This design comes from an exercise in tuning for small area, a short achievable clock period and few clock cycles per item on the open sky130 flow, not from production work. Only simulation tests tie the RTL to the original design; equivalence was not proved. Power and IR drop assume default switching activity.

==> flow/design.v <==
module ascii_hex_digit(
    input  wire [7:0] ch_i,
    output reg  [3:0] nibble_o,
    output reg        valid_o
);
    always @* begin
        valid_o  = 1'b1;
        case (ch_i)
            8'h30: nibble_o = 4'h0;  
            8'h31: nibble_o = 4'h1;
            8'h32: nibble_o = 4'h2;
            8'h33: nibble_o = 4'h3;
            8'h34: nibble_o = 4'h4;
            8'h35: nibble_o = 4'h5;
            8'h36: nibble_o = 4'h6;
            8'h37: nibble_o = 4'h7;
            8'h38: nibble_o = 4'h8;
            8'h39: nibble_o = 4'h9;
            8'h41,8'h61: nibble_o = 4'hA;  
            8'h42,8'h62: nibble_o = 4'hB;  
            8'h43,8'h63: nibble_o = 4'hC;  
            8'h44,8'h64: nibble_o = 4'hD;  
            8'h45,8'h65: nibble_o = 4'hE;  
            8'h46,8'h66: nibble_o = 4'hF;  
            default: begin nibble_o = 4'h0; valid_o = 1'b0; end
        endcase
    end
endmodule
module hex_to_bin #(
    parameter integer WIDTH = 32
)(
    input  wire        clk,
    input  wire        rst_n,
    input  wire [7:0]  ascii_i,
    input  wire        valid_i,
    input  wire        last_i,
    input  wire        stall_i,         
    output wire        ready_o,        
    output reg         err_o,          
    output reg  [WIDTH-1:0] bin_o,     
    output reg  [5:0]  nibble_count_o, 
    output reg         word_ready_o    
);
    wire [3:0] nib;
    wire       nib_valid;
    ascii_hex_digit u_d(.ch_i(ascii_i), .nibble_o(nib), .valid_o(nib_valid));
    localparam integer MAX_NIBBLES = WIDTH/4;  
    reg in_word;  
    assign ready_o = !stall_i;
    wire accept = valid_i && ready_o;
    always @(posedge clk or negedge rst_n) begin
        if (!rst_n) begin
            in_word         <= 1'b0;
            err_o           <= 1'b0;
            bin_o           <= {WIDTH{1'b0}};
            nibble_count_o  <= 6'd0;
            word_ready_o    <= 1'b0;
        end else begin
            word_ready_o <= 1'b0;  
            if (accept) begin
                if (!in_word) begin
                    bin_o          <= {{(WIDTH-4){1'b0}}, nib};
                    nibble_count_o <= 6'd1;
                    err_o          <= !nib_valid;
                end else begin
                    if (!nib_valid) err_o <= 1'b1;
                    if (nibble_count_o < MAX_NIBBLES) begin
                        bin_o <= (bin_o << 4) | nib;
                        nibble_count_o <= nibble_count_o + 1'b1;
                    end
                end
                if (last_i) begin
                    word_ready_o <= 1'b1;
                    in_word <= 1'b0;  
                end else begin
                    in_word <= 1'b1;
                end
            end
        end
    end
endmodule
module bin_to_bcd #(
    parameter integer IN_WIDTH = 32,
    parameter integer DIGITS   = 10
)(
    input  wire                 clk,
    input  wire                 rst_n,
    input  wire                 start_i,
    input  wire [IN_WIDTH-1:0]  bin_i,
    output reg                  busy_o,
    output reg                  done_o,
    output reg  [DIGITS*4-1:0]  bcd_o
);
    localparam integer CNT_W = $clog2(IN_WIDTH+1);
    reg [IN_WIDTH-1:0] shift_reg;    
    reg [DIGITS*4-1:0] bcd_reg;      
    reg [CNT_W-1:0]    cnt;          
    integer d;  
    reg [DIGITS*4-1:0] bcd_adj;
    always @* begin
        for (d = 0; d < DIGITS; d = d + 1) begin
            if (bcd_reg[d*4 +: 4] >= 5)
                bcd_adj[d*4 +: 4] = bcd_reg[d*4 +: 4] + 4'd3;
            else
                bcd_adj[d*4 +: 4] = bcd_reg[d*4 +: 4];
        end
    end
    always @(posedge clk or negedge rst_n) begin
        if (!rst_n) begin
            busy_o <= 1'b0; done_o <= 1'b0; shift_reg <= 0; bcd_reg <= 0; cnt <= 0; bcd_o <= 0;
        end else begin
            done_o <= 1'b0;  
            if (start_i && !busy_o) begin
                busy_o <= 1'b1;
                shift_reg <= bin_i;
                bcd_reg <= {DIGITS*4{1'b0}};
                cnt <= IN_WIDTH[CNT_W-1:0];
            end else if (busy_o) begin
                bcd_reg   <= {bcd_adj[DIGITS*4-2:0], shift_reg[IN_WIDTH-1]};
                shift_reg <= {shift_reg[IN_WIDTH-2:0], 1'b0};
                cnt <= cnt - 1'b1;
                if (cnt == 0) begin
                    busy_o <= 1'b0;
                    done_o <= 1'b1;
                    bcd_o  <= bcd_reg;
                end
            end
        end
    end
endmodule
module ascii_hex_to_dec_core #(
    parameter integer BIN_WIDTH = 32, 
    parameter integer DIGITS    = 10
)(
    input  wire                 clk,
    input  wire                 rst_n,
    input  wire [7:0]           ascii_i,
    input  wire                 valid_i,
    input  wire                 last_i,
    output wire                 ready_o,
    output reg                  done_o,
    output reg                  err_o,
    output reg  [DIGITS*4-1:0]  bcd_o,
    output reg  [DIGITS-1:0]    digit_en_o
);
    wire [BIN_WIDTH-1:0] bin_w;
    wire [5:0]           nibbles_w;  
    wire                 acc_ready_w, acc_word_ready_w;  
    wire                 acc_err_w;   
    reg converting;  
    hex_to_bin #(.WIDTH(BIN_WIDTH)) u_hex2bin (
        .clk(clk), .rst_n(rst_n),
        .ascii_i(ascii_i), .valid_i(valid_i), .last_i(last_i),
        .stall_i(acc_word_ready_w | converting),
        .ready_o(acc_ready_w), .err_o(acc_err_w),
        .bin_o(bin_w), .nibble_count_o(nibbles_w), .word_ready_o(acc_word_ready_w)
    );
    assign ready_o = acc_ready_w;  
    reg start_bcd;
    wire bcd_busy, bcd_done;  
    wire [DIGITS*4-1:0] bcd_w;  
    bin_to_bcd #(.IN_WIDTH(BIN_WIDTH), .DIGITS(DIGITS)) u_b2b (
        .clk(clk), .rst_n(rst_n),
        .start_i(start_bcd), .bin_i(bin_w),
        .busy_o(bcd_busy), .done_o(bcd_done), .bcd_o(bcd_w)
    );
    always @(posedge clk or negedge rst_n) begin
        if (!rst_n) begin
            start_bcd <= 1'b0; converting <= 1'b0; done_o <= 1'b0; err_o <= 1'b0;
            bcd_o <= 0; digit_en_o <= 0;
        end else begin
            done_o <= 1'b0;  
            if (acc_word_ready_w && !converting) begin
                err_o <= acc_err_w;  
                start_bcd <= 1'b1;   
                converting <= 1'b1;  
            end else begin
                start_bcd <= 1'b0;  
            end
            if (bcd_done && converting) begin
                converting <= 1'b0;  
                bcd_o <= bcd_w;      
                digit_en_o <= lz_mask(bcd_w);  
                if (is_zero(bcd_w)) begin
                    digit_en_o <= {{(DIGITS-1){1'b0}}, 1'b1};
                end
                done_o <= 1'b1;
            end
        end
    end
    function [DIGITS-1:0] lz_mask(input [DIGITS*4-1:0] b);
        integer k;
        reg seen;
        begin
            seen = 1'b0;
            for (k = DIGITS-1; k >= 0; k = k - 1) begin
                if (!seen && b[k*4 +: 4] == 4'd0) lz_mask[k] = 1'b0;
                else begin
                    seen = 1'b1;
                    lz_mask[k] = 1'b1;
                end
            end
        end
    endfunction
    function is_zero(input [DIGITS*4-1:0] b);
        integer k;
        begin
            is_zero = 1'b1;
            for (k = 0; k < DIGITS; k = k + 1) begin
                if (b[k*4 +: 4] != 4'd0) is_zero = 1'b0;
            end
        end
    endfunction
endmodule
==> flow/run.sh <==
#!/bin/bash
# synth_recipe.tcl (not shown) runs the flow's synth.tcl, then flattens the netlist and writes it again
# the make line also repeats each setting of config.mk as NAME=value (left out here)
make -C /OpenROAD-flow-scripts/flow DESIGN_CONFIG=/design/flow/config.mk WORK_HOME=/design/flow/orfs CLKGATE_MAP_FILE= SYNTH_SCRIPT=/design/flow/synth_recipe.tcl finish
==> flow/config.mk <==
export PLATFORM = sky130hd
export DESIGN_NAME = ascii_hex_to_dec_core
export DESIGN_NICKNAME = ascii_hex_to_dec_core
export VERILOG_FILES = /design/flow/design.v
export SDC_FILE = /design/flow/constraint.sdc
export NUM_CORES = 4
export LEC_CHECK = 0
export CAP_MARGIN = 20
export CORE_MARGIN = 2
export CORE_UTILIZATION = 40
export SLEW_MARGIN = 20
==> flow/constraint.sdc <==
create_clock -name core_clock -period 5.0 [get_ports {clk}]
set_input_delay 1.0000 -clock core_clock [delete_from_list [all_inputs] [get_ports {clk}]]
set_output_delay 1.0000 -clock core_clock [all_outputs]
set_load 0.01 [all_outputs]
==> results.cfg <==
[yosys]
synth_top_area_share_pct = 57.39
yosysWarningCount = 4
syn_avg_cell_area_sq_um = 10.86
ys_seq_area_share_pct = 57.39
synth_area_sq_um = 9374
synth_cell_type_count = 51
async_reset_ff_share_pct = 100.0
synth_area_leaders = dfrtp_1 57%, nand2_1 8.3%, mux2i_1 4.7%
synth_ff_type = dfrtp_1
syn-num-nets = 897
synth_top_cell_by_area = dfrtp_1
synth_seq_cells = 215
synthCells = 863
synth-edff-count = 0

[floorplanning]
std_cell_rows = 56
start_util_pct = 40.30
dieWidth_um = 157.1
dieArea_sq_um = 24680
core_area_sq_um = 23260
ioPinCount = 65
die_h_um = 157.1

[layout]
areaGrowthSynthToFinish_pct = 17.81
utilization_pct = 47.47
drive_gt1_share_pct = 9.198
final_nets = 952
mostFrequentLayoutCell = dfrtp_1
layout_common_cells = 213 x dfrtp_1, 206 x nand2_1, 74 x o21ai_0
antenna_cells = 0

[grt]
grt_pass1_wl_um = 30390
grt_usage_pct = 14.93
overflow = 0
antenna_found_initial = 0
grt_max_degree = 124
grt_pass1_vias = 6042

[sta]
fmaxAchievable_mhz = 356.3
skew_ns = 0.01824
relSlewSlack_pct = 30.55
setup_viol = 0
setup_tns_ns = 0
period_needed_ns = 2.807
worstMarginPinSlew_ns = 1.042
hold_viol = 0
slew_violations = 0
fin_crit_sh_pct = 56.14
rsz0062_at_grt = no

[detailed_routing]
avgViaCountPerCell = 4.868
antenna_left = 0
drt_iter0_markers = 301
vias = 6104
routed_wl_um = 17550
first_pass_iters = 5
post_drt_wl_per_cell_um = 14.00
drc = 0

[clock_tree]
insertion_delay_ns = 0.51
clk_pin_slew_ns = 0.06
cts_num_sinks = 215
cts-resized-gates = 0
hold_buffers = 0
cts_tree = built
htree_levels = 1
cts_setup_buffers = 0
numCtsBuffers = 24
clock_path_buffers = 3
root_buffer = clkbuf_16

[power_and_ir_drop]
p_per_area_nw_per_um2 = 413.6
ir_drop_mv = 0.3150
p_leak_nw = 5.124

[min_path]
hold_path.class = register to register

[placement]
post-dp-hpwl_um = 11040
io_buffers = 64
gp_congestion = 0.7672

[worst_setup_path]
arrival_ns = 1.81
required_ns = 4.00
critPathMaxFanout = 5
end_kind = output port
path_class = register to output port
crit_path_start_kind = register
ff2ff_setup_slack_ns = 2.91

[job]
drv_cap = 0

[run_status]
status = complete, no violations
worst max-delay path, cell delays in order, from the launching register on:
cell and delay (ns):
dfrtp_1 0.48, nor2_1 0.25, clkdlybuf4s50_1 0.59
metal layers:
layer	up-vias	routed length, um	track usage (%)
li1	3073	-	-
met3	25	606	2.313
met5	-	0	0
met1	2918	8822	21.50
met4	0	338	3.723
met2	88	7786	23.77
kinds of logic (layout without fill, tap and decap cells):
kind of cell	count (synthesis)	in the layout	share of synthesized area, %
muxes	66	66	8.102
AOI/OAI and AO/OA	180	180	12.12
xor gates and xnor gates	23	23	2.149
adders and majority gates	22	22	2.936
DFF	215	215	57.39
and+or+nand+nor	284	284	13.60
buffers and inverters	73	145	3.697
per-stage QoR:
stage / power [mW] / instances / hold slack [ns] / cell area, sq um / setup slack, ns
after floorplan: 2.639 / 863 / 0.4331 / 9374 / 3.007
after global placement: 2.860 / 1211 / 0.4496 / 10250 / 1.925
after detailed placement: 2.878 / 1211 / 0.4515 / 10250 / 1.921
after CTS: 4.643 / 1254 / 0.4605 / 11040 / 2.159
after global routing: 4.830 / 1254 / 0.4848 / 11040 / 2.112
final: 4.568 / 1254 / 0.4573 / 11040 / 2.193
report_power, final:
group	internal, mW	switching (mW)
combinational	0.255	0.478
sequential	1.94	0.158
clock	1.06	0.674
total	3.26	1.31
path summary, 6_finish.rpt:
kind                                                 start                              end  cells after the start
worst max-delay path                converting$_DFFE_PN0P_                          ready_o                      2
worst min-delay path            u_b2b.bcd_o[1]$_DFFE_PN0P_             bcd_o[1]$_DFFE_PN0P_                      2
worst max register to register      converting$_DFFE_PN0P_  u_hex2bin.bin_o[26]$_DFFE_PN0P_                      3
worst min register to register  u_b2b.bcd_o[1]$_DFFE_PN0P_             bcd_o[1]$_DFFE_PN0P_                      2
max in group asynchronous                            rst_n     u_b2b.bcd_reg[8]$_DFFE_PN0P_                      2
min in group asynchronous                            rst_n                 done_o$_DFF_PN0_                      1
final cells by class:
class | instances | area, sq um
sequential | 215 | 5383
clock inverter | 7 | 96.34
fill | 2166 | 12220
clock buffer | 36 | 695.7
tap | 319 | 399.1
multi-input combinational | 575 | 3652
timing repair buffer | 72 | 704.4
inverter | 30 | 112.6
Yosys cell counts (12+ instances only):
cell and number:
xor2_1 12, a22o_1 40, buf_2 13, a21oi_1 26, nor2_1 16, mux2_4 19, o21ai_0 74, nand2b_1 12
ha_1 22, nand2_1 207, clkbuf_1 22, o21ai_1 17, inv_1 28, dfrtp_1 215, mux2i_1 44
Testbench counts, summed over its fixed seeds: cycles 64,735, words 1,600.

-- port drivers added, routing unchanged --
In the flow no input, the clock included, has a driving cell. The finished layout below was timed again as built, in two steps.
Step 1 assumes that a clkbuf_16 drives the clock port and a buf_2 every other input.
Step 2 also shifts input and output timing later by t, the mid clock arrival at the registers, as if the neighbouring blocks saw the same clock.
a / b / c = ideal ports / drivers / drivers and shift; a / b = the first two.
t (ns): 0.546
setup WS [ns]: 2.193 / 2.150 / 1.865
latest minus earliest clock arrival (ns): 0.018 / 0.018
After both steps setup and hold are still met in this run. The setup slack of this run moves by -0.043 ns with the drivers and by -0.328 ns with both steps.
